This design comes from an exercise in tuning for small area, a short achievable clock period and few clock cycles per item on the open sky130 flow, not from production work.
Only simulation tests tie the RTL to the original design; equivalence was not proved.
Power is estimated from default activity; no workload was simulated.

## run A
Design minha_fpu, start of the top module:
module minha_fpu
(
    input logic clock_100KHz,
    input logic reset,
    input logic start,
    input logic [31:0] op_A_in,
    input logic [31:0] op_B_in,
    output logic [3:0] status_out,
    output logic [31:0] data_out,
    output logic done
);
Size in the first run: ~38 flip-flops, roughly 100 I/O pins.
clock: 11.0 ns
lec_check: 0
cap_margin: 20
core_margin: 2
core_utilization: 40
setup_slack_margin: 2
slew_margin: 20
standard.sh (not shown) runs the stock make flow with config.mk's settings and CLKGATE_MAP_FILE= SYNTH_SCRIPT=/design/flow/synth_recipe.tcl, a recipe that flattens the netlist after the stock synthesis.
==> flow/flow/run.sh <==
#!/bin/bash
# Standard ORFS layout (the standard.sh), except that the port buffers use
# sky130_fd_sc_hd__buf_1 instead of the cell buffer_ports picks by default.
set -euo pipefail
export BUFFER_PORTS_ARGS="-buffer_cell sky130_fd_sc_hd__buf_1"
bash standard.sh > standard.log 2>&1
Testbench counts of run A, summed over its fixed seeds: cycles 24,000, items 24,000.
Changes in run B relative to run A:
# run A
export LEC_CHECK = 0
export CAP_MARGIN = 20
export CORE_MARGIN = 2
export CORE_UTILIZATION = 40
export SETUP_SLACK_MARGIN = 2
export SLEW_MARGIN = 20
create_clock -name core_clock -period 11.0 [get_ports {clock_100KHz}]
# run B
export LEC_CHECK = 0
export ABC_AREA = 1
export CAP_MARGIN = 20
export CORE_MARGIN = 2
export CORE_UTILIZATION = 40
export SETUP_SLACK_MARGIN = 3
export SLEW_MARGIN = 20
create_clock -name core_clock -period 11.0 [get_ports {clock_100KHz}]
==> flow/run.sh (new file) <==
#!/bin/bash
# synth_recipe.tcl (not shown) runs the flow's synth.tcl, then flattens the netlist and writes it again
# the make line also repeats each setting of config.mk as NAME=value (left out here)
make -C /OpenROAD-flow-scripts/flow DESIGN_CONFIG=/design/flow/config.mk WORK_HOME=/design/flow/orfs CLKGATE_MAP_FILE= SYNTH_SCRIPT=/design/flow/synth_recipe.tcl finish
removed: flow/flow/run.sh
removed: flow/standard.sh
Findings:
- On wire length reported by the detailed router, the lower figure sits with run A, not run B.
- Run B vs. run A: hold slack picked up an extra 0.0071 ns, clock group share of total power lost 0.8 points, number of buffers other than clock buffers in the final layout picked up an extra 13%, utilization picked up an extra 4.6 points, initial core utilization lost 0.54 points.
- In run B, the area of all placed cells without fillers came out about 13% above the value in run A.
- Comparing the two runs side by side, run B comes out behind run A on power.
- Looking only at post-synthesis adder-cell area fraction, and setting everything else aside, the higher value of run A and run B goes to run A.
- Between run A and run B, the via count of the first global-routing pass is higher for run B.
- The setup slack of run B is larger than that of run A.
Input changes introduced in run C (baseline for comparison: run B):
# run B
export LEC_CHECK = 0
export ABC_AREA = 1
export CAP_MARGIN = 20
export CORE_MARGIN = 2
export CORE_UTILIZATION = 40
export SETUP_SLACK_MARGIN = 3
export SLEW_MARGIN = 20
create_clock -name core_clock -period 11.0 [get_ports {clock_100KHz}]
# run C
export LEC_CHECK = 0
export CAP_MARGIN = 20
export CORE_MARGIN = 2
export CORE_UTILIZATION = 40
export SETUP_SLACK_MARGIN = 3
export SLEW_MARGIN = 20
create_clock -name core_clock -period 11.0 [get_ports {clock_100KHz}]
==> flow/flow/run.sh (new file) <==
#!/bin/bash
# Standard ORFS layout (the standard.sh), except that the port buffers use
# sky130_fd_sc_hd__buf_1 instead of the cell buffer_ports picks by default.
set -euo pipefail
export BUFFER_PORTS_ARGS="-buffer_cell sky130_fd_sc_hd__buf_1"
bash standard.sh > standard.log 2>&1
==> flow/standard.sh (new file) <==
#!/bin/bash
# synth_recipe.tcl (not shown) runs the flow's synth.tcl, then flattens the netlist and writes it again
# the make line also repeats each setting of config.mk as NAME=value (left out here)
make -C /OpenROAD-flow-scripts/flow DESIGN_CONFIG=/design/flow/config.mk WORK_HOME=/design/flow/orfs CLKGATE_MAP_FILE= SYNTH_SCRIPT=/design/flow/synth_recipe.tcl "${@:-finish}"
removed: flow/run.sh
--- outcome ---
Cmp run C vs run B: biggest cell delay along the critical path lower in run C. Run B has a lower proportion of cell area occupied by multi-input gates than run C. | largest vdd supply drop | higher: run C |. The destination of the critical timing path comes out m_q[3]$_DFFE_PP_ in one run and m_q[21]$_DFFE_PP_ in the other, namely in run C and run B respectively. Going from run B to run C, post-synthesis share of cell area spent on xor and xnor gates grows by 1.6 points. Overall via count from detail_route was higher in run B than in run C. Run C against run B: global-route wire length before repair decreased about 0.6%; leakage power decreased 1.2 nW; sequential cell area share increased 0.22 points; total design power increased about 9%. Going from run B to run C, time the final worst path needs with I/O delays and setup went up; worst slew margin relative to its limit went down.

port drivers added, routing unchanged:
The results above use ideal ports. As a check the final layouts listed here were re-extracted and re-timed, cells and wires unchanged.
Step 1 sets driving cells, clkbuf_16 on the clock port and buf_2 on the other inputs (assumed; they add their load-dependent delay and slew).
Step 2 moves the port delays by t, midway between the first and last clock arrival at a register: inputs arrive t later, outputs are due t later. That takes back most of the time a late clock gives input paths.
Three values: no drivers, after step 1, after step 2; two values: the first two.
| run | t (ns) | setup WS [ns] | hold slack, ns | worst data-port slew with drivers (ns) | pins driven straight from the clock port |
|---|---|---|---|---|---|
| run A | 0.315 | 2.310 / 2.319 / 2.004 | 0.467 / 0.467 / 0.467 | 0.03 | 1 |
| run B | 0.313 | 3.222 / 3.235 / 2.922 | 0.474 / 0.474 / 0.474 | 0.05 | 1 |
| run C | 0.316 | 3.079 / 3.086 / 2.770 | 0.488 / 0.488 / 0.488 | 0.04 | 1 |
After both steps every run listed still meets setup and hold. For run C, which loses most, drivers alone change the setup slack by +0.007 ns; drivers and shift together by -0.309 ns.
